What follows belongs to an exercise in optimizing a design on an open flow for small area and a short achievable clock period; a production flow would make more cautious choices.
Only simulation tests tie the RTL to the original design; equivalence was not proved.
No activity file was given, so power comes from the tool's default toggle rates.

<file path="design/flow/flow/run.sh">
#!/bin/bash
# Layout flow: the standard flow (standard.sh, ORFS) with these changes only:
#  - the ports are buffered with sky130_fd_sc_hd__buf_1 (BUFFER_PORTS_ARGS);
#  - synthesis does not extract full/half adders into fa/ha cells (ADDER_MAP_FILE
#    empty), so ABC maps the adders;
#  - ABC maps module alu_add with ORFS's speed script and the rest of the design
#    with flow/abc_area_d.script (delay-oriented mapping with area recovery).
# Synthesis is otherwise the standard flow's own script (synth_recipe.tcl: synth -nofsm -noshare,
# flatten, rename), so the registers are the standard synthesis's.
set -euo pipefail
W=$PWD
F=$W/flow
python3 $F/patch_synth.py "$FLOW_HOME/scripts/synth.tcl" $W/synth_my.tcl > patch.log 2>&1
sed "s#^source \$::env(SCRIPTS_DIR)/synth.tcl#source $W/synth_my.tcl#" synth_recipe.tcl > synth_recipe_my.tcl
grep -q "^source $W/synth_my.tcl" synth_recipe_my.tcl
sed "s#SYNTH_SCRIPT=[^ ]*synth_recipe.tcl#SYNTH_SCRIPT=$W/synth_recipe_my.tcl#" standard.sh > standard_my.sh
grep -q "SYNTH_SCRIPT=$W/synth_recipe_my.tcl" standard_my.sh
export BUFFER_PORTS_ARGS="-buffer_cell sky130_fd_sc_hd__buf_1"
export ADDER_MAP_FILE=
export MY_ABC_SCRIPT=$F/abc_area_d.script
export MY_ABC_SPEED_MODULES=alu_add
# clock tree: CTS with clkbuf_8 and without dummy loads
export CTS_ARGS="-sink_clustering_enable -repair_clock_nets -buf_list sky130_fd_sc_hd__clkbuf_8 -dont_use_dummy_load"
bash standard_my.sh > standard.log 2>&1
</file>
<file path="design/flow/constraint.sdc">
create_clock -name core_clock -period 4.2 [get_ports {clk}]
set_input_delay 0.8400 -clock core_clock [delete_from_list [all_inputs] [get_ports {clk}]]
set_output_delay 0.8400 -clock core_clock [all_outputs]
set_load 0.01 [all_outputs]
</file>
<file path="design/flow/standard.sh">
#!/bin/bash
# synth_recipe.tcl (not shown) runs the flow's synth.tcl, then flattens the netlist and writes it again
# the make line also repeats each setting of config.mk as NAME=value (left out here)
make -C /OpenROAD-flow-scripts/flow DESIGN_CONFIG=/design/flow/config.mk WORK_HOME=/design/flow/orfs CLKGATE_MAP_FILE= SYNTH_SCRIPT=/design/flow/synth_recipe.tcl "${@:-finish}"
</file>
<file path="design/flow/flow/abc_area_d.script">
strash
&get -n
&fraig -x
&put
scorr
dc2
dretime
strash
&get -n
&dch -f
&nf {D}
&put
buffer -c
topo
stime -c
upsize -c {D}
dnsize -c {D}
</file>
<file path="design/flow/config.mk">
export PLATFORM = sky130hd
export DESIGN_NAME = tinyalu
export DESIGN_NICKNAME = tinyalu
export VERILOG_FILES = /design/flow/design.v
export SDC_FILE = /design/flow/constraint.sdc
export NUM_CORES = 4
export LEC_CHECK = 0
export CAP_MARGIN = 20
export CORE_MARGIN = 2
export CORE_UTILIZATION = 40
export CTS_BUF_LIST = sky130_fd_sc_hd__clkbuf_8
export SETUP_SLACK_MARGIN = 1.55
export SLEW_MARGIN = 20
export SYNTH_HIERARCHICAL = 1
</file>
<file path="design/flow/design.v">
typedef enum logic [2:0] {OP_AND=3'h3, OP_ADD=3'h2, OP_XOR=3'h4, OP_MULT=3'h1, OP_NULL=3'h0} opcode;
`timescale 1 ns / 1 ps
module tinyalu (
	input  [7:0]  A,
	input  [7:0]  B,
	input  [2:0]  op,
	input         clk,
	input         reset_n,
	input         start,
	output        done,
	output [15:0] result
);
wire is_mult = (op == OP_MULT);
wire is_add  = (op == OP_ADD);
wire is_and  = (op == OP_AND);
wire is_xor  = (op == OP_XOR);
reg  [8:0] r_q;
reg        d_q;
wire       r_add = reset_n & is_add;
wire       r_and = reset_n & is_and;
wire       r_xor = reset_n & is_xor;
wire [8:0] sum;
alu_add u_add (.A(A), .B(B), .sum(sum));
wire [8:0] r_d   = ({9{r_add}} & sum) | ({9{r_and}} & {1'b0, A & B}) | ({9{r_xor}} & {1'b0, A ^ B});
always @(posedge clk) begin
	if (!reset_n || is_add || is_and || is_xor)
		r_q <= r_d;
	d_q <= reset_n & start & (is_add | is_and | is_xor);
end
wire        en_m = start & is_mult;
reg  [7:0]  a_q, b_q;
reg  [15-1:0] s_q;
reg  [14-1:0] c_q;
reg  [15:0] m2_q, m_q;
reg  [2:0]  p_q;
reg         v_q;
reg         ci_q;
	wire pp0_0 = a_q[0] & b_q[0];
	wire pp0_1 = a_q[0] & b_q[1];
	wire pp0_2 = a_q[0] & b_q[2];
	wire pp0_3 = a_q[0] & b_q[3];
	wire pp0_4 = a_q[0] & b_q[4];
	wire pp0_5 = a_q[0] & b_q[5];
	wire pp0_6 = a_q[0] & b_q[6];
	wire pp0_7 = a_q[0] & b_q[7];
	wire pp1_0 = a_q[1] & b_q[0];
	wire pp1_1 = a_q[1] & b_q[1];
	wire pp1_2 = a_q[1] & b_q[2];
	wire pp1_3 = a_q[1] & b_q[3];
	wire pp1_4 = a_q[1] & b_q[4];
	wire pp1_5 = a_q[1] & b_q[5];
	wire pp1_6 = a_q[1] & b_q[6];
	wire pp1_7 = a_q[1] & b_q[7];
	wire pp2_0 = a_q[2] & b_q[0];
	wire pp2_1 = a_q[2] & b_q[1];
	wire pp2_2 = a_q[2] & b_q[2];
	wire pp2_3 = a_q[2] & b_q[3];
	wire pp2_4 = a_q[2] & b_q[4];
	wire pp2_5 = a_q[2] & b_q[5];
	wire pp2_6 = a_q[2] & b_q[6];
	wire pp2_7 = a_q[2] & b_q[7];
	wire pp3_0 = a_q[3] & b_q[0];
	wire pp3_1 = a_q[3] & b_q[1];
	wire pp3_2 = a_q[3] & b_q[2];
	wire pp3_3 = a_q[3] & b_q[3];
	wire pp3_4 = a_q[3] & b_q[4];
	wire pp3_5 = a_q[3] & b_q[5];
	wire pp3_6 = a_q[3] & b_q[6];
	wire pp3_7 = a_q[3] & b_q[7];
	wire pp4_0 = a_q[4] & b_q[0];
	wire pp4_1 = a_q[4] & b_q[1];
	wire pp4_2 = a_q[4] & b_q[2];
	wire pp4_3 = a_q[4] & b_q[3];
	wire pp4_4 = a_q[4] & b_q[4];
	wire pp4_5 = a_q[4] & b_q[5];
	wire pp4_6 = a_q[4] & b_q[6];
	wire pp4_7 = a_q[4] & b_q[7];
	wire pp5_0 = a_q[5] & b_q[0];
	wire pp5_1 = a_q[5] & b_q[1];
	wire pp5_2 = a_q[5] & b_q[2];
	wire pp5_3 = a_q[5] & b_q[3];
	wire pp5_4 = a_q[5] & b_q[4];
	wire pp5_5 = a_q[5] & b_q[5];
	wire pp5_6 = a_q[5] & b_q[6];
	wire pp5_7 = a_q[5] & b_q[7];
	wire pp6_0 = a_q[6] & b_q[0];
	wire pp6_1 = a_q[6] & b_q[1];
	wire pp6_2 = a_q[6] & b_q[2];
	wire pp6_3 = a_q[6] & b_q[3];
	wire pp6_4 = a_q[6] & b_q[4];
	wire pp6_5 = a_q[6] & b_q[5];
	wire pp6_6 = a_q[6] & b_q[6];
	wire pp6_7 = a_q[6] & b_q[7];
	wire pp7_0 = a_q[7] & b_q[0];
	wire pp7_1 = a_q[7] & b_q[1];
	wire pp7_2 = a_q[7] & b_q[2];
	wire pp7_3 = a_q[7] & b_q[3];
	wire pp7_4 = a_q[7] & b_q[4];
	wire pp7_5 = a_q[7] & b_q[5];
	wire pp7_6 = a_q[7] & b_q[6];
	wire pp7_7 = a_q[7] & b_q[7];
	wire hs1 = pp0_6 ^ pp1_5;
	wire hc2 = pp0_6 & pp1_5;
	wire fs3 = pp0_7 ^ pp1_6 ^ pp2_5;
	wire fc4 = (pp0_7 & pp1_6) | (pp0_7 & pp2_5) | (pp1_6 & pp2_5);
	wire hs5 = pp3_4 ^ pp4_3;
	wire hc6 = pp3_4 & pp4_3;
	wire fs7 = pp1_7 ^ pp2_6 ^ pp3_5;
	wire fc8 = (pp1_7 & pp2_6) | (pp1_7 & pp3_5) | (pp2_6 & pp3_5);
	wire hs9 = pp4_4 ^ pp5_3;
	wire hc10 = pp4_4 & pp5_3;
	wire fs11 = pp2_7 ^ pp3_6 ^ pp4_5;
	wire fc12 = (pp2_7 & pp3_6) | (pp2_7 & pp4_5) | (pp3_6 & pp4_5);
	wire hs13 = pp0_4 ^ pp1_3;
	wire hc14 = pp0_4 & pp1_3;
	wire fs15 = pp0_5 ^ pp1_4 ^ pp2_3;
	wire fc16 = (pp0_5 & pp1_4) | (pp0_5 & pp2_3) | (pp1_4 & pp2_3);
	wire hs17 = pp3_2 ^ pp4_1;
	wire hc18 = pp3_2 & pp4_1;
	wire fs19 = hs1 ^ pp2_4 ^ pp3_3;
	wire fc20 = (hs1 & pp2_4) | (hs1 & pp3_3) | (pp2_4 & pp3_3);
	wire fs21 = pp4_2 ^ pp5_1 ^ pp6_0;
	wire fc22 = (pp4_2 & pp5_1) | (pp4_2 & pp6_0) | (pp5_1 & pp6_0);
	wire fs23 = fs3 ^ hs5 ^ pp5_2;
	wire fc24 = (fs3 & hs5) | (fs3 & pp5_2) | (hs5 & pp5_2);
	wire fs25 = pp6_1 ^ pp7_0 ^ hc2;
	wire fc26 = (pp6_1 & pp7_0) | (pp6_1 & hc2) | (pp7_0 & hc2);
	wire fs27 = fs7 ^ hs9 ^ pp6_2;
	wire fc28 = (fs7 & hs9) | (fs7 & pp6_2) | (hs9 & pp6_2);
	wire fs29 = pp7_1 ^ fc4 ^ hc6;
	wire fc30 = (pp7_1 & fc4) | (pp7_1 & hc6) | (fc4 & hc6);
	wire fs31 = fs11 ^ pp5_4 ^ pp6_3;
	wire fc32 = (fs11 & pp5_4) | (fs11 & pp6_3) | (pp5_4 & pp6_3);
	wire fs33 = pp7_2 ^ fc8 ^ hc10;
	wire fc34 = (pp7_2 & fc8) | (pp7_2 & hc10) | (fc8 & hc10);
	wire fs35 = pp3_7 ^ pp4_6 ^ pp5_5;
	wire fc36 = (pp3_7 & pp4_6) | (pp3_7 & pp5_5) | (pp4_6 & pp5_5);
	wire fs37 = pp6_4 ^ pp7_3 ^ fc12;
	wire fc38 = (pp6_4 & pp7_3) | (pp6_4 & fc12) | (pp7_3 & fc12);
	wire fs39 = pp4_7 ^ pp5_6 ^ pp6_5;
	wire fc40 = (pp4_7 & pp5_6) | (pp4_7 & pp6_5) | (pp5_6 & pp6_5);
	wire hs41 = pp0_3 ^ pp1_2;
	wire hc42 = pp0_3 & pp1_2;
	wire fs43 = hs13 ^ pp2_2 ^ pp3_1;
	wire fc44 = (hs13 & pp2_2) | (hs13 & pp3_1) | (pp2_2 & pp3_1);
	wire fs45 = fs15 ^ hs17 ^ pp5_0;
	wire fc46 = (fs15 & hs17) | (fs15 & pp5_0) | (hs17 & pp5_0);
	wire fs47 = fs19 ^ fs21 ^ fc16;
	wire fc48 = (fs19 & fs21) | (fs19 & fc16) | (fs21 & fc16);
	wire fs49 = fs23 ^ fs25 ^ fc20;
	wire fc50 = (fs23 & fs25) | (fs23 & fc20) | (fs25 & fc20);
	wire fs51 = fs27 ^ fs29 ^ fc24;
	wire fc52 = (fs27 & fs29) | (fs27 & fc24) | (fs29 & fc24);
	wire fs53 = fs31 ^ fs33 ^ fc28;
	wire fc54 = (fs31 & fs33) | (fs31 & fc28) | (fs33 & fc28);
	wire fs55 = fs35 ^ fs37 ^ fc32;
	wire fc56 = (fs35 & fs37) | (fs35 & fc32) | (fs37 & fc32);
	wire fs57 = fs39 ^ pp7_4 ^ fc36;
	wire fc58 = (fs39 & pp7_4) | (fs39 & fc36) | (pp7_4 & fc36);
	wire fs59 = pp5_7 ^ pp6_6 ^ pp7_5;
	wire fc60 = (pp5_7 & pp6_6) | (pp5_7 & pp7_5) | (pp6_6 & pp7_5);
	wire hs61 = pp0_2 ^ pp1_1;
	wire hc62 = pp0_2 & pp1_1;
	wire fs63 = hs41 ^ pp2_1 ^ pp3_0;
	wire fc64 = (hs41 & pp2_1) | (hs41 & pp3_0) | (pp2_1 & pp3_0);
	wire fs65 = fs43 ^ pp4_0 ^ hc42;
	wire fc66 = (fs43 & pp4_0) | (fs43 & hc42) | (pp4_0 & hc42);
	wire fs67 = fs45 ^ hc14 ^ fc44;
	wire fc68 = (fs45 & hc14) | (fs45 & fc44) | (hc14 & fc44);
	wire fs69 = fs47 ^ hc18 ^ fc46;
	wire fc70 = (fs47 & hc18) | (fs47 & fc46) | (hc18 & fc46);
	wire fs71 = fs49 ^ fc22 ^ fc48;
	wire fc72 = (fs49 & fc22) | (fs49 & fc48) | (fc22 & fc48);
	wire fs73 = fs51 ^ fc26 ^ fc50;
	wire fc74 = (fs51 & fc26) | (fs51 & fc50) | (fc26 & fc50);
	wire fs75 = fs53 ^ fc30 ^ fc52;
	wire fc76 = (fs53 & fc30) | (fs53 & fc52) | (fc30 & fc52);
	wire fs77 = fs55 ^ fc34 ^ fc54;
	wire fc78 = (fs55 & fc34) | (fs55 & fc54) | (fc34 & fc54);
	wire fs79 = fs57 ^ fc38 ^ fc56;
	wire fc80 = (fs57 & fc38) | (fs57 & fc56) | (fc38 & fc56);
	wire fs81 = fs59 ^ fc40 ^ fc58;
	wire fc82 = (fs59 & fc40) | (fs59 & fc58) | (fc40 & fc58);
	wire fs83 = pp6_7 ^ pp7_6 ^ fc60;
	wire fc84 = (pp6_7 & pp7_6) | (pp6_7 & fc60) | (pp7_6 & fc60);
	wire [15-1:0] s_d = {pp7_7, fs83, fs81, fs79, fs77, fs75, fs73, fs71, fs69, fs67, fs65, fs63, hs61, pp0_1, pp0_0};
	wire [14-1:0] c_d = {fc84, fc82, fc80, fc78, fc76, fc74, fc72, fc70, fc68, fc66, fc64, hc62, pp2_0, pp1_0};
	wire ci_d = 1'b0;
	wire [15:0] prod = s_q + ({c_q, 1'b0} << (1 - 1)) + ({15'd0, ci_q} << 1);
always @(posedge clk) begin
	if (en_m) begin
		a_q  <= A;
		b_q  <= B;
		s_q  <= s_d;
		c_q  <= c_d;
		ci_q <= ci_d;
		m2_q <= prod;
		m_q  <= m2_q;
	end
end
always @(posedge clk) begin
	if (!reset_n) begin
		p_q <= 3'd0;
		v_q <= 1'b0;
	end else if (en_m) begin
		p_q <= {p_q[1] & p_q[0], p_q[1] ^ p_q[0], ~p_q[0] & ~p_q[2]};
		v_q <= v_q | (p_q == 3'd3);
	end
end
wire sel_m = is_mult & v_q;
assign done   = is_mult ? p_q[2] : d_q;
assign result = ({16{sel_m}} & m_q) | ({16{~is_mult}} & {7'd0, r_q});
endmodule
module alu_add (
	input  [7:0] A,
	input  [7:0] B,
	output [8:0] sum
);
assign sum = A + B;
endmodule
</file>
<file path="design/flow/flow/patch_synth.py">
#!/usr/bin/env python3
"""Write a copy of ORFS's synth.tcl (argv[1]) to argv[2] in which the ABC mapping
step maps the modules in MY_ABC_SPEED_MODULES with ORFS's own script and the rest
with the script MY_ABC_SCRIPT. Nothing else in synthesis changes."""
import sys
src = open(sys.argv[1]).read()
old = "  log_cmd abc {*}$abc_args\n"
new = """  if { [info exists ::env(MY_ABC_SPEED_MODULES)] } {
    foreach m $::env(MY_ABC_SPEED_MODULES) { log_cmd abc {*}$abc_args $m }
  }
  log_cmd abc {*}[lreplace $abc_args 1 1 $::env(MY_ABC_SCRIPT)]
"""
assert src.count(old) == 1, "abc call not found in synth.tcl"
open(sys.argv[2], "w").write(src.replace(old, new))
</file>
==> qor.yml, run 1 <==
status: "no timing/DRC/antenna violations"
drive_gt1_share_pct: 10.12
layout_min_cycle_time_ps: 2514
synthDistinctLibCells: 65
powerDensity_mw_per_mm2: 293.2
synth_nets: 554
peakVddDrop_mv: 0.1331
wire_per_inst_microns: 13.85
netlist_area_sq_mm: 0.005530
cpMostUsedCell: "buf_1"
cts.sinks: 91
cts_buffers: 9
p_leak_uw: 0.002173
route.detailed.drc: 0
die_area_sq_mm: 0.01478
grt_start_max_net_pins: 78
path_delay_family: "simple AND/OR/NAND/NOR gates"
area_delta_synth_final_pct: 10.16
cp.required_ps: 3360
h-tree-depth: 3
fin_skew_ps: 28.17
crit_path_max_incr_delay_ps: 260
critPathBufInv: 2
worstPathArrival_ps: 1670
cts_tree: "built"
io_pins: 39
syn_avg_cell_area_sq_um: 10.40
grtUsageTotal_pct: 14.36
syn-instance-count: 532
rsz0062_at_grt: "false"
core_area_sq_mm: 0.01335
grt_pass1_vias: 3465
async_flop_share_pct: 0
nets: 597
dp.cells: 724
hp-class: "reg2reg"
ant_nets: 0
cp_cell_sequence: "buf_1, nor2_4, and3_4, a22o_1, buf_1"
power.total_uw: 1786
fmax_mhz: 397.8
tightest_slew_ps: 949.5
diodes: 0
insertion_delay_ps: 360
crit_type: "in2out"
die_h_microns: 121.6
vias_per_cell: 5.196
register_area_sq_mm: 0.002683
layout.cells.non_filler: 749
period_share_pct: 59.85
tns_ps: 0
max-cap-violations: 0
num-fill-cells: 1241
relSlewSlack_pct: 36.70
seq_area_frac_synth_pct: 48.51
synth_edf_count: 86
multi_input_area_sq_mm: 0.002768
antenna_found_initial: 0
synth_seq_cells: 91
io_buffers: 38
root_buffer: "clkbuf_8"
grt_overflow: 0
worstSetupEndpointType: "output pin"
cp-start-kind: "primary input"
gp_congestion: 0.8165
yosysWarnings: 7
grt_pass1_wl_microns: 16570
path_clk_slew_ps: 70
std_cell_rows: 42
vias: 3892
cp_max_fo: 9
slowest_stage: "and3_4"
wl_microns: 10380
clockBufferDepth: 2
dr.pass1.iters: 5
post-dp-hpwl_microns: 7435
slew_violations: 0
drt_iter0_markers: 253
hold_buffers: 0
finalSetupViolations: 0
start_util_pct: 41.43
synthFlopType: "edfxtp_1"
hold_viol: 0
die_x_microns: 121.6
-- final timing paths --
| check | endpoint | cells past startpoint | startpoint | slack (ps) |
|---|---|---|---|---|
| min | m_q[6] | 0 | m2_q[6] | 420 |
| max | result[7] | 5 | op[2] | 1690 |
| max reg2reg | m2_q[15] | 10 | s_q[2] | 1690 |
| min reg2reg | m_q[6] | 0 | m2_q[6] | 420 |
-- routing by layer --
metal	GRT usage, %	vias to the layer above	part of all wire (%)
li1	-	1993	-
met5	0	-	0
met1	19.96	1785	50
met4	5.172	0	1.8
met2	22.68	103	44
met3	2.528	11	4.2
-- per-stage QoR --
stage / area [sq um] / setup WS (ps) / hold slack (ps) / util (%)
detailed placement: 5808 / 1497 / 404.5 / 43.51
global route: 6092 / 1528 / 429.7 / 45.64
finish: 6092 / 1686 / 420.8 / 45.64
global placement: 5808 / 1592 / 402.7 / 43.51
floorplan: 5562 / 1508 / 400.3 / -
CTS: 5939 / 1551 / 422.7 / 44.50
-- modules after synthesis (local to each module, per instance) --
module   flip-flops and latches  cells  times used
tinyalu                      91    477           1
alu_add                       0     55           1
-- cell usage after synthesis, types with 3 or more instances --
| library cell | number | share of area [%] |
|---|---|---|
| o21ai_0 | 18 | 1.6 |
| nor2_1 | 61 | 4.1 |
| and3_1 | 14 | 1.6 |
| nor2b_1 | 6 | 0.68 |
| nand4_1 | 7 | 0.79 |
| a21o_1 | 3 | 0.41 |
| a22o_1 | 15 | 2.4 |
| o22ai_1 | 5 | 0.57 |
| nand2_1 | 80 | 5.4 |
| a31oi_1 | 7 | 0.79 |
| nand2b_1 | 4 | 0.45 |
| xor2_1 | 24 | 3.8 |
| xor2_2 | 3 | 0.88 |
| a21oi_1 | 15 | 1.4 |
| buf_2 | 6 | 0.54 |
| and2_1 | 16 | 1.8 |
| o31ai_1 | 3 | 0.41 |
| buf_4 | 3 | 0.41 |
| a22oi_1 | 9 | 1.2 |
| a32oi_1 | 8 | 1.3 |
| dfxtp_1 | 5 | 1.8 |
| maj3_1 | 11 | 2.0 |
| inv_1 | 5 | 0.34 |
| edfxtp_1 | 86 | 47 |
| xnor2_1 | 60 | 9.5 |
| clkbuf_1 | 10 | 0.68 |
-- area by class of cell --
cell class                 instances  share of cell area, %
inverter                           7                 0.4929
multi-input combinational        411                  45.43
tap                              176                  3.615
sequential                        91                  44.03
clock buffer                       9                  2.033
timing repair buffer              55                  4.395
-- where the power goes --
group | internal, uW | switching [uW] | leakage (uW) | total (uW)
Sequential | 1020 | 22.2 | 0.000864 | 1040
Clock | 192 | 254 | 0.0000647 | 446
Combinational | 132 | 163 | 0.00124 | 296
-- logic make-up (layout without fill, tap and decap cells) --
logic type               after synthesis  in the layout  synth area share (%)
buffers and inverters                 30             71                 2.534
adder cells (fa/ha/maj)               13             13                 2.443
AO/OA/AOI/OAI                        109            109                 14.53
XOR/XNOR                              91             91                 15.79
AND/OR/NAND/NOR                      198            198                 16.20
flip-flops                            91             91                 48.51
-- timing repair --
item	4_1_cts	5_1_grt
pin swaps	0	0
gates resized for setup	1	8
endpoints found under the hold margin	0	0
endpoints found under the setup margin	1	18
setup buffers	0	16
-- layout by cell type, fill, tap and decap left out, types with 15 or more instances in the layout --
master	count
edfxtp_1	86
nand2_1	78
xnor2_1	60
nor2_1	58
buf_1	38
xor2_1	24
o21ai_0	18
buf_4	16
and2_1	15
a22o_1	15
a21oi_1	15
-- flip-flops by register name, indices dropped and copies added (netlist names) --
name,flops
m2_q,16
m_q,16
s_q,15
c_q,14
r_q,9
a_q,8
b_q,8
p_q,3
d_q,1
v_q,1
==> run 2, diff against run 1 <==
--- a/design/flow/flow/run.sh
+++ b/design/flow/flow/run.sh
@@ -4,4 +4,5 @@
 #  - synthesis does not extract full/half adders into fa/ha cells (ADDER_MAP_FILE
 #    empty), so ABC maps the adders;
+#  - CTS without dummy loads (CTS_ARGS);
 #  - ABC maps module alu_add with ORFS's speed script and the rest of the design
 #    with flow/abc_area_d.script (delay-oriented mapping with area recovery).
==> qor.yml, run 2 <==
seq_area_frac_synth_pct: 48.51
start_util_pct: 41.43
final_area_sq_mm: 0.006092
tns_ps: 0
powerDensity_mw_per_mm2: 293.2
drive_gt1_share_pct: 10.12
die_x_microns: 121.6
grtUsageTotal_pct: 14.36
path_clk_slew_ps: 70
yosysTopAreaCell: "edfxtp_1"
grt_pass1_wl_microns: 16570
worstPathArrival_ps: 1670
synthDistinctLibCells: 65
slew_violations: 0
cp_cell_sequence: "buf_1, nor2_4, and3_4, a22o_1, buf_1"
synth_edf_count: 86
ant_nets: 0
diodes: 0
rsz0062_at_grt: "false"
cts.sinks: 91
synth_nets: 554
worstSetupEndpointType: "output pin"
drt_iter0_markers: 253
synthMuxAreaShare_pct: 0
cp.required_ps: 3360
slowest_stage: "and3_4"
wire_per_inst_microns: 13.85
antenna_found_initial: 0
core_area_sq_mm: 0.01335
cp-start-kind: "primary input"
area_delta_synth_final_pct: 10.16
setup_slack_ps: 1686
synth_top_area_share_pct: 46.70
gp_congestion: 0.8165
die_h_microns: 121.6
vias_per_cell: 5.196
synth.area.top_cells: "edfxtp_1 47%, xnor2_1 9.5%, nand2_1 5.4%"
fmax_mhz: 397.8
post-dp-hpwl_microns: 7435
r2r_start: "s_q[2]"
layout_common_cells: "86 x edfxtp_1, 78 x nand2_1, 60 x xnor2_1"
insertion_delay_ps: 360
hold_slack_ps: 420.8
mostFrequentLayoutCell: "edfxtp_1"
io_buffers: 38
netlist_area_sq_mm: 0.005530
synth-compound-area-share_pct: 14.52
dr.pass1.iters: 5
crit_path_max_incr_delay_ps: 260
swShare_pct: 24.63
hold_viol: 0
max-cap-violations: 0
worstReg2RegEnd: "m2_q[15]"
power.total_uw: 1786
std_cell_rows: 42
reg_top3: "m2_q x16, m_q x16, s_q x15"
clockBufferDepth: 2
synth-simple-area-share_pct: 16.20
switchingPower_uw: 440.0
root_buffer: "clkbuf_8"
post-place-ws_ps: 1497
hp-class: "reg2reg"
period_share_pct: 59.85
p_clk_share_pct: 25.0
synthXorXnorAreaFrac_pct: 15.79
p_seq_share_pct: 58.5
cpMostUsedCell: "buf_1"
cts_buffers: 9
synth_seq_cells: 91
cp_max_fo: 9
r2r_cells: 10
holdPathEnd: "m_q[6]"
cts_tree: "built"
fin_skew_ps: 28.17
yosysWarnings: 7
synth_top_family_by_area: "simple AND/OR/NAND/NOR gates"
p_int_uw: 1346
syn-instance-count: 532
min_path_cells: 0
status: "no timing/DRC/antenna violations"
grt_pass1_vias: 3465
wl_microns: 10380
relSlewSlack_pct: 36.70
p_leak_uw: 0.002173
grt_overflow: 0
h-tree-depth: 3
syn_avg_cell_area_sq_um: 10.40
tightest_slew_ps: 949.5
rrSetupSlack_ps: 1690
crit_type: "in2out"
min-delay-start: "m2_q[6]"
io_pins: 39
hold_buffers: 0
synth-adder-area-share_pct: 2.443
power_frac_comb_pct: 16.6
finalSetupViolations: 0
route.detailed.drc: 0
vias: 3892
peakVddDrop_mv: 0.1331
synthFlopType: "edfxtp_1"
dpl_cell_area_sq_mm: 0.005808
nets: 597
synth.most_common_cell: "edfxtp_1"
layout_min_cycle_time_ps: 2514
die_area_sq_mm: 0.01478
async_flop_share_pct: 0
synthTopCellsByCount: "86 x edfxtp_1, 80 x nand2_1, 61 x nor2_1"
grt_start_max_net_pins: 78
run 2: cell counts in the layout (fill, tap and decap cells not counted):
Identical to the previous run, type by type.
run 2: worst max path at each step:
stage | from | end | slack (ps) | depth (start not counted)
floorplan | op[2] | a_q[0] | 1510 | 5
global placement | op[2] | result[1] | 1590 | 5
detailed placement | A[1] | r_q[6] | 1500 | 8
CTS | op[2] | result[1] | 1550 | 5
global route | b_q[6] | c_q[9] | 1530 | 10
finish | op[2] | result[7] | 1690 | 5
run 2: per-layer routing:
metal | up-vias | GRT usage (%) | part of all wire, %
met5 | - | 0 | 0
met4 | 0 | 5.172 | 1.8
met1 | 1785 | 19.96 | 50
met3 | 11 | 2.528 | 4.2
li1 | 1993 | - | -
met2 | 103 | 22.68 | 44
run 2: timing repair:
action / 4_1_cts / 5_1_grt
gates resized for setup: 1 / 8
buffers inserted: 0 / 16
endpoints found under the setup margin: 1 / 18
run 2: layout make-up:
class | instances | area, sq um
flip-flops and latches | 91 | 2683
well taps | 176 | 220.2
clock buffers | 9 | 123.9
multi-input cells | 411 | 2768
repair buffers | 55 | 267.8
inverters | 7 | 30.03
fillers | 1241 | 7256
run 2: logic make-up (layout without fill, tap and decap cells):
family                   count (synthesis)  in the layout
AND/OR/NAND/NOR                        198            198
AO/OA/AOI/OAI                          109            109
adder cells (fa/ha/maj)                 13             13
buffers and inverters                   30             71
XOR/XNOR                                91             91
flip-flops                              91             91
run 2: worst max-delay path: cells and delay by family:
family / cells / cell delay, ps
compound gates: 1 / 150
buf+inv: 2 / 270
simple gates: 2 / 410
run 2: per-module statistics from Yosys, one instance, submodules excluded:
module   times used  cell area, sq um  cells inside
alu_add           1             370.4            55
tinyalu           1              5160           477
run 2: power by group through the flow:
stage / registers (uW) / clock network (uW) / logic, uW
3_3_place_gp: 1070 / 0 / 278
4_1_cts: 1050 / 464 / 286
3_5_place_dp: 1070 / 0 / 285
2_1_floorplan: 1050 / 0 / 236
5_1_grt: 1050 / 500 / 331
6_report: 1040 / 446 / 296
run 2: per-stage QoR:
step                      utilization [%]  cells
after floorplan                         -    532
after global placement              43.51    724
after detailed placement            43.51    724
after CTS                           44.50    733
after global routing                45.64    749
final                               45.64    749
==> run 3, diff against run 2 <==
--- a/design/flow/config.mk
+++ b/design/flow/config.mk
@@ -10,5 +10,5 @@
 export CORE_UTILIZATION = 40
 export CTS_BUF_LIST = sky130_fd_sc_hd__clkbuf_8
-export SETUP_SLACK_MARGIN = 1.55
+export SETUP_SLACK_MARGIN = 1.6
 export SLEW_MARGIN = 20
 export SYNTH_HIERARCHICAL = 1
==> qor.yml, run 3 <==
grt_start_max_net_pins: 78
cpMostUsedCell: "buf_1"
cts_buffers: 9
root_buffer: "clkbuf_8"
synthFlopType: "edfxtp_1"
crit_path_max_incr_delay_ps: 260
crit_type: "in2out"
mostFrequentLayoutCell: "edfxtp_1"
finalSetupViolations: 0
peakVddDrop_mv: 0.1338
area_delta_synth_final_pct: 11.04
syn-instance-count: 532
die_x_microns: 121.6
async_flop_share_pct: 0
r2r_cells: 10
p_leak_uw: 0.002204
rrSetupSlack_ps: 1730
holdPathEnd: "m_q[1]"
vias_per_cell: 5.122
critPathBufInv: 2
cts.sinks: 91
setup_slack_ps: 1686
powerDensity_mw_per_mm2: 291.5
synth_edf_count: 86
period_share_pct: 59.85
syn_avg_cell_area_sq_um: 10.40
max-cap-violations: 0
layout.cells.non_filler: 755
h-tree-depth: 3
cp_cell_sequence: "buf_1, nor2_4, and3_4, a22o_1, buf_1"
num-fill-cells: 1235
status: "no timing/DRC/antenna violations"
route.detailed.drc: 0
reg_top3: "m2_q x16, m_q x16, s_q x15"
io_buffers: 38
tightest_slew_ps: 937.9
synth.most_common_cell: "edfxtp_1"
start_util_pct: 41.43
diodes: 0
grt_pass1_wl_microns: 16670
yosysWarnings: 7
slowest_stage: "and3_4"
wl_microns: 10360
cp.required_ps: 3360
io_pins: 39
wire_per_inst_microns: 13.73
die_h_microns: 121.6
yosysTopAreaCell: "edfxtp_1"
core_area_sq_mm: 0.01335
relSlewSlack_pct: 37.47
rsz0062_at_grt: "true"
dr.pass1.iters: 5
grt_overflow: 0
synth.area.top_cells: "edfxtp_1 47%, xnor2_1 9.5%, nand2_1 5.4%"
grt_pass1_vias: 3476
netlist_area_sq_mm: 0.005530
drt_iter0_markers: 219
antenna_found_initial: 0
min-delay-start: "m2_q[1]"
layout_common_cells: "86 x edfxtp_1, 77 x nand2_1, 60 x xnor2_1"
insertion_delay_ps: 360
worstPathArrival_ps: 1670
fmax_mhz: 397.8
drive_gt1_share_pct: 11.40
synthDistinctLibCells: 65
synth_top_area_share_pct: 46.70
min_path_cells: 0
synth_nets: 554
path_delay_family: "simple AND/OR/NAND/NOR gates"
die_area_sq_mm: 0.01478
path_clk_slew_ps: 70
slew_violations: 0
final_area_sq_mm: 0.006141
dp.cells: 724
cp_max_fo: 9
hold_buffers: 0
gp_congestion: 0.8165
hp-class: "reg2reg"
synthTopCellsByCount: "86 x edfxtp_1, 80 x nand2_1, 61 x nor2_1"
nets: 603
r2r_start: "a_q[1]"
ant_nets: 0
dpl_cell_area_sq_mm: 0.005808
synth_seq_cells: 91
seq_area_frac_synth_pct: 48.51
tns_ps: 0
grtUsageTotal_pct: 14.45
post-dp-hpwl_microns: 7435
worstReg2RegEnd: "s_q[8]"
post-place-ws_ps: 1497
vias: 3867
clockBufferDepth: 2
cts_tree: "built"
crit_cells: 5
layout_min_cycle_time_ps: 2514
hold_viol: 0
cp-start-kind: "primary input"
fin_skew_ps: 28.68
worstSetupEndpointType: "output pin"
std_cell_rows: 42
## run 3: where the power goes
group	internal, uW	switching, uW	total (uW)
Sequential	1020	21.7	1040
Clock	192	255	447
Combinational	135	164	299
Total	1350	441	1790
## run 3: final cells by class
type                       count  area, sq um  area share (%)
tap                          176        220.2           3.586
clock buffer                   9        123.9           2.017
timing repair buffer          61        312.8           5.094
multi-input combinational    411         2771           45.13
inverter                       7        30.03          0.4890
sequential                    91         2683           43.68
## run 3: kinds of logic (layout without fill, tap and decap cells)
logic type | after synthesis | after routing | synth area share, %
adder cells (fa/ha/maj) | 13 | 13 | 2.443
AO/OA/AOI/OAI | 109 | 109 | 14.53
flip-flops | 91 | 91 | 48.51
XOR/XNOR | 91 | 91 | 15.79
buffers and inverters | 30 | 77 | 2.534
AND/OR/NAND/NOR | 198 | 198 | 16.20
## run 3: worst max path at each step
stage | slack (ps) | end | from
6_report | 1690 | result[7] | op[2]
4_1_cts | 1610 | result[1] | op[2]
5_1_grt | 1570 | s_q[8] | a_q[1]
3_3_place_gp | 1590 | result[1] | op[2]
2_1_floorplan | 1510 | a_q[0] | op[2]
3_5_place_dp | 1500 | r_q[6] | A[1]
## run 3: timing repair
item	CTS	global route
setup buffers	0	22
setup endpoints to repair	11	19
pin swaps	0	6
gates resized for setup	3	8
## run 3: metrics by stage
step | hold slack (ps) | utilization, % | power (uW)
2_1_floorplan | 400.3 | - | 1285
3_3_place_gp | 402.7 | 43.51 | 1345
3_5_place_dp | 404.5 | 43.51 | 1352
4_1_cts | 422.7 | 44.59 | 1797
5_1_grt | 429.7 | 46.01 | 1881
6_report | 422.0 | 46.01 | 1790
## run 3: Yosys stat by module (local to each module, per instance)
module,flip-flops and latches,cells inside
tinyalu,91,477
alu_add,0,55
## run 3: layer usage
metal  track usage, %  routed length (microns)
met5                0                        0
met4            5.172                      223
met3            2.528                      448
met2            22.96                     4636
met1            19.99                     5054
## run 3: worst reg2reg max path: cells and delay by family (launching register included)
kind                      cells  cell delay [ps]
xor gates and xnor gates      6             1010
AOI/OAI and AO/OA             2              460
DFF                           1              520
and+or+nand+nor               2              220
==> run 4, diff against run 3 <==
--- a/design/flow/flow/run.sh
+++ b/design/flow/flow/run.sh
@@ -4,5 +4,4 @@
 #  - synthesis does not extract full/half adders into fa/ha cells (ADDER_MAP_FILE
 #    empty), so ABC maps the adders;
-#  - CTS without dummy loads (CTS_ARGS);
 #  - ABC maps module alu_add with ORFS's speed script and the rest of the design
 #    with flow/abc_area_d.script (delay-oriented mapping with area recovery).
--- a/design/flow/config.mk
+++ b/design/flow/config.mk
@@ -8,6 +8,7 @@
 export CAP_MARGIN = 20
 export CORE_MARGIN = 2
-export CORE_UTILIZATION = 40
+export CORE_UTILIZATION = 55
 export CTS_BUF_LIST = sky130_fd_sc_hd__clkbuf_8
+export PLACE_DENSITY = 0.7
 export SETUP_SLACK_MARGIN = 1.6
 export SLEW_MARGIN = 20
==> qor.yml, run 4 <==
grt_pass1_wl_microns: 15840
cts_buffers: 9
tns_ps: 0
h-tree-depth: 3
drive_gt1_share_pct: 12.95
synthFlopType: "edfxtp_1"
wire_per_inst_microns: 13.97
die_area_sq_mm: 0.01087
rsz0062_at_grt: "false"
fin_skew_ps: 20.31
p_leak_uw: 0.002241
std_cell_rows: 36
wl_met1_microns: 4733
core_area_sq_mm: 0.009774
syn-instance-count: 532
highest_layer: "met4"
finalSetupViolations: 0
synth_seq_cells: 91
insertion_delay_ps: 360
grt_start_max_net_pins: 78
crit_path_max_incr_delay_ps: 260
synthMuxAreaShare_pct: 0
powerDensity_mw_per_mm2: 290.8
root_buffer: "clkbuf_8"
start_util_pct: 56.58
async_flop_share_pct: 0
synth_top_area_share_pct: 46.70
cpMostUsedCell: "buf_1"
mostFrequentLayoutCell: "edfxtp_1"
wl_met3_microns: 392
grt_overflow: 0
grtUsageTotal_pct: 18.33
path_clk_slew_ps: 80
fmax_mhz: 399.5
gp_congestion: 0.8072
crit_cells: 5
hold_slack_ps: 417.6
vias: 3973
period_share_pct: 59.59
die_x_microns: 104.3
worstReg2RegEnd: "c_q[9]"
slew_violations: 0
synth.most_common_cell: "edfxtp_1"
wl_met2_microns: 4737
yosysTopAreaCell: "edfxtp_1"
crit_type: "in2out"
peakVddDrop_mv: 0.1323
die_h_microns: 104.3
hp-class: "reg2reg"
cp-start-kind: "primary input"
register_area_sq_mm: 0.002683
synth-adder-area-share_pct: 2.443
synth-compound-area-share_pct: 14.52
synthDistinctLibCells: 65
post-dp-hpwl_microns: 7091
cp-endpoint: "result[2]"
synth.area.top_cells: "edfxtp_1 47%, xnor2_1 9.5%, nand2_1 5.4%"
synth_nets: 554
io_buffers: 38
clockBufferDepth: 2
syn_avg_cell_area_sq_um: 10.40
num-fill-cells: 806
layout_common_cells: "86 x edfxtp_1, 76 x nand2_1, 60 x xnor2_1"
synthTopCellsByCount: "86 x edfxtp_1, 80 x nand2_1, 61 x nor2_1"
diodes: 0
cts_tree: "built"
path_delay_family: "simple AND/OR/NAND/NOR gates"
reg_top3: "m2_q x16, m_q x16, s_q x15"
critPathBufInv: 2
seq_area_frac_synth_pct: 48.51
slowest_stage: "and3_4"
multi_input_area_sq_mm: 0.002784
worstSetupEndpointType: "output pin"
cp_cell_sequence: "buf_1, nor2_4, and3_4, a22o_1, buf_1"
worstPathArrival_ps: 1660
dr.pass1.iters: 5
yosysWarnings: 7
ant_nets: 0
max-cap-violations: 0
r2r_cells: 10
synthXorXnorAreaFrac_pct: 15.79
grt_pass1_vias: 3397
route.detailed.drc: 0
wl_microns: 10060
synth-simple-area-share_pct: 16.20
synth_edf_count: 86
cts.sinks: 91
netlist_area_sq_mm: 0.005530
status: "no timing/DRC/antenna violations"
tightest_slew_ps: 921.1
area_delta_synth_final_pct: 11.29
relSlewSlack_pct: 38.59
cp-startpoint: "op[2]"
r2r_start: "b_q[7]"
cp.required_ps: 3360
min_path_cells: 0
hold_viol: 0
antenna_found_initial: 0
io_pins: 39
drt_iter0_markers: 200
cp_max_fo: 9
layout_min_cycle_time_ps: 2503
synth_top_family_by_area: "simple AND/OR/NAND/NOR gates"
rrSetupSlack_ps: 1740
vias_per_cell: 5.518
nets: 611
-- run 4: cell counts after synthesis --
No cell type changed its count.
-- run 4: cell families (layout without fill, tap and decap cells) --
group | Yosys count | after routing
AO/OA/AOI/OAI | 109 | 109
XOR/XNOR | 91 | 91
adder cells (fa/ha/maj) | 13 | 13
buffers and inverters | 30 | 85
flip-flops | 91 | 91
AND/OR/NAND/NOR | 198 | 198
-- run 4: layout make-up --
class | count | share of cell area (%)
timing repair buffer | 69 | 5.977
sequential | 91 | 43.59
inverter | 7 | 0.4879
tap | 133 | 2.704
multi-input combinational | 411 | 45.23
clock buffer | 9 | 2.013
-- run 4: power breakdown --
part           total (uW)  switching [uW]  internal [uW]
sequential           1040            19.2           1020
combinational         303             165            138
clock                 446             254            192
-- run 4: worst min-delay path by stage --
stage	start	to
finish	m2_q[9]	m_q[9]
CTS	m2_q[9]	m_q[9]
floorplan	s_q[0]	m2_q[0]
global route	m2_q[9]	m_q[9]
detailed placement	m2_q[0]	m_q[0]
global placement	m2_q[7]	m_q[7]
-- run 4: metal layers --
metal,global-route usage [%],vias up
li1,-,2015
met1,25.55,1837
met2,28.66,104
met3,3.258,17
met4,7.046,0
met5,0,-
-- run 4: modules after synthesis, one instance, submodules excluded --
| module | area [sq um] | cells | times used |
|---|---|---|---|
| alu_add | 370.4 | 55 | 1 |
| tinyalu | 5160 | 477 | 1 |
-- run 4: what timing repair did --
item	4_1_cts	5_1_grt
endpoints found under the setup margin	12	18
gates resized for setup	2	11
pin swaps	0	7
buffers inserted	0	30
hold buffers	0	0
-- run 4: per-stage QoR --
step	setup slack [ps]	utilization, %	area [sq um]	std cells	total power (uW)
3_3_place_gp	1600	58.87	5754	681	1339
5_1_grt	1564	62.97	6155	720	1871
3_5_place_dp	1533	58.87	5754	681	1348
4_1_cts	1606	60.23	5887	690	1787
2_1_floorplan	1508	-	5562	532	1285
6_report	1697	62.97	6155	720	1790
==> run 5, diff against run 4 <==
--- a/design/flow/flow/run.sh
+++ b/design/flow/flow/run.sh
@@ -21,4 +21,4 @@
 export MY_ABC_SPEED_MODULES=alu_add
 # clock tree: CTS with clkbuf_8 and without dummy loads
-export CTS_ARGS="-sink_clustering_enable -repair_clock_nets -buf_list sky130_fd_sc_hd__clkbuf_8 -dont_use_dummy_load"
+export CTS_ARGS="-sink_clustering_enable -repair_clock_nets -buf_list {sky130_fd_sc_hd__clkbuf_4 sky130_fd_sc_hd__clkbuf_8} -dont_use_dummy_load"
 bash standard_my.sh > standard.log 2>&1
--- a/design/flow/config.mk
+++ b/design/flow/config.mk
@@ -8,7 +8,6 @@
 export CAP_MARGIN = 20
 export CORE_MARGIN = 2
-export CORE_UTILIZATION = 55
+export CORE_UTILIZATION = 40
 export CTS_BUF_LIST = sky130_fd_sc_hd__clkbuf_8
-export PLACE_DENSITY = 0.7
 export SETUP_SLACK_MARGIN = 1.6
 export SLEW_MARGIN = 20
==> qor.yml, run 5 <==
peakVddDrop_mv: 0.1338
io_pins: 39
nets: 603
yosysWarnings: 7
mostFrequentLayoutCell: "edfxtp_1"
cts.sinks: 91
yosysTopAreaCell: "edfxtp_1"
synth.area.top_cells: "edfxtp_1 47%, xnor2_1 9.5%, nand2_1 5.4%"
post-dp-hpwl_microns: 7435
std_cell_rows: 42
r2r_cells: 10
vias_per_cell: 5.122
powerDensity_mw_per_mm2: 291.5
io_buffers: 38
synth_nets: 554
die_x_microns: 121.6
drive_gt1_share_pct: 11.40
fmax_mhz: 397.8
insertion_delay_ps: 360
cp.required_ps: 3360
area_delta_synth_final_pct: 11.04
ant_nets: 0
power_frac_comb_pct: 16.7
seq_area_frac_synth_pct: 48.51
p_int_uw: 1349
async_flop_share_pct: 0
layout_min_cycle_time_ps: 2514
die_area_sq_mm: 0.01478
tightest_slew_ps: 937.9
die_h_microns: 121.6
antenna_found_initial: 0
core_area_sq_mm: 0.01335
slew_violations: 0
clockBufferDepth: 2
syn-instance-count: 532
gp_congestion: 0.8165
p_clk_share_pct: 25.0
tns_ps: 0
root_buffer: "clkbuf_8"
dp.cells: 724
cts_tree: "built"
dr.pass1.iters: 5
max-cap-violations: 0
syn_avg_cell_area_sq_um: 10.40
synth_seq_cells: 91
status: "no timing/DRC/antenna violations"
netlist_area_sq_mm: 0.005530
route.detailed.drc: 0
grt_pass1_vias: 3476
worstSetupEndpointType: "output pin"
rsz0062_at_grt: "true"
synth.most_common_cell: "edfxtp_1"
cts_buffers: 9
wire_per_inst_microns: 13.73
relSlewSlack_pct: 37.47
min_path_cells: 0
synth_top_area_share_pct: 46.70
fin_skew_ps: 28.68
reg_top3: "m2_q x16, m_q x16, s_q x15"
cp-start-kind: "primary input"
synthDistinctLibCells: 65
synth_edf_count: 86
diodes: 0
hold_viol: 0
drt_iter0_markers: 219
p_seq_share_pct: 58.3
p_leak_uw: 0.002204
cp_max_fo: 9
layout.cells.non_filler: 755
synthFlopType: "edfxtp_1"
grtUsageTotal_pct: 14.45
worstPathArrival_ps: 1670
grt_start_max_net_pins: 78
start_util_pct: 41.43
switchingPower_uw: 441.2
crit_type: "in2out"
period_share_pct: 59.85
path_clk_slew_ps: 70
finalSetupViolations: 0
grt_overflow: 0
hp-class: "reg2reg"
vias: 3867
grt_pass1_wl_microns: 16670
synthTopCellsByCount: "86 x edfxtp_1, 80 x nand2_1, 61 x nor2_1"
wl_microns: 10360
swShare_pct: 24.65
layout_common_cells: "86 x edfxtp_1, 77 x nand2_1, 60 x xnor2_1"
h-tree-depth: 3
power.total_uw: 1790
## run 5: final cells by class
class                   count  area (sq um)
clock buffers               9         123.9
fillers                  1235          7207
inverters                   7         30.03
multi-input cells         411          2771
flip-flops and latches     91          2683
well taps                 176         220.2
repair buffers             61         312.8
## run 5: layer usage
layer	track usage, %	wire, microns
met5	0	0
met4	5.172	223
met3	2.528	448
met2	22.96	4636
met1	19.99	5054
## run 5: worst paths after layout
| path | startpoint | slack [ps] | end |
|---|---|---|---|
| worst max-delay path | op[2] | 1690 | result[7] |
| worst min-delay path | m2_q[1] | 420 | m_q[1] |
| worst max register to register | a_q[1] | 1730 | s_q[8] |
| worst min register to register | m2_q[1] | 420 | m_q[1] |
## run 5: Yosys stat by module (local to each module, per instance)
| module | times used | cells | area, sq um |
|---|---|---|---|
| alu_add | 1 | 55 | 370.4 |
| tinyalu | 1 | 477 | 5160 |
## run 5: what timing repair did
item                       4_1_cts  5_1_grt
setup endpoints to repair       11       19
resized for setup                3        8
setup buffers                    0       22
pin swaps                        0        6
hold buffers                     0        0
## run 5: kinds of logic (layout without fill, tap and decap cells)
family | Yosys count | in the layout | synth area share (%)
fa+ha+maj | 13 | 13 | 2.443
simple gates | 198 | 198 | 16.20
compound gates | 109 | 109 | 14.53
flops | 91 | 91 | 48.51
xor+xnor | 91 | 91 | 15.79
buf+inv | 30 | 77 | 2.534
## run 5: worst max-delay path, cell delays in order
cell,delay [ps]
buf_1,120
nor2_4,150
and3_4,260
a22o_1,150
buf_1,150
## run 5: per-stage QoR
step / setup slack (ps) / utilization [%] / hold WS (ps) / area (sq um)
6_report: 1686 / 46.01 / 422.0 / 6141
5_1_grt: 1566 / 46.01 / 429.7 / 6141
4_1_cts: 1610 / 44.59 / 422.7 / 5952
3_5_place_dp: 1497 / 43.51 / 404.5 / 5808
3_3_place_gp: 1592 / 43.51 / 402.7 / 5808
2_1_floorplan: 1508 / - / 400.3 / 5562
## run 5: power by group through the flow
stage,combinational (uW),sequential (uW),clock (uW)
after floorplan,236,1050,0
after global routing,335,1050,500
after CTS,286,1050,464
after global placement,278,1070,0
final,299,1040,447
after detailed placement,285,1070,0

==> port drivers added, routing unchanged <==
In the flow no input, the clock included, has a driving cell. The finished layouts below were timed again as built, in two steps.
Step 1, drivers: a clkbuf_16 drives clk and a buf_2 each remaining input, both assumed.
Step 2, shift: input delay + t, output delay - t, t = (earliest + latest rising clock arrival at the registers) / 2. This alone moves slack from input paths to output paths.
a / b / c = ideal / step 1 / step 2; a / b = the first two.
run	t, ns	slack for setup (ns)	worst setup path after step 2	slew at the worst register clock pin (ns)	worst data-port slew with drivers (ns)
run 1	0.381	1.686 / 1.663 / 1.478	input to register	0.08 / 0.08	0.03
run 2	0.381	1.686 / 1.663 / 1.478	input to register	0.08 / 0.08	0.03
run 3	0.383	1.686 / 1.664 / 1.495	input to register	0.09 / 0.09	0.03
run 4	0.380	1.697 / 1.678 / 1.552	input to register	0.08 / 0.08	0.03
run 5	0.383	1.686 / 1.664 / 1.495	input to register	0.09 / 0.09	0.03
After both steps setup and hold are still met in every run listed.
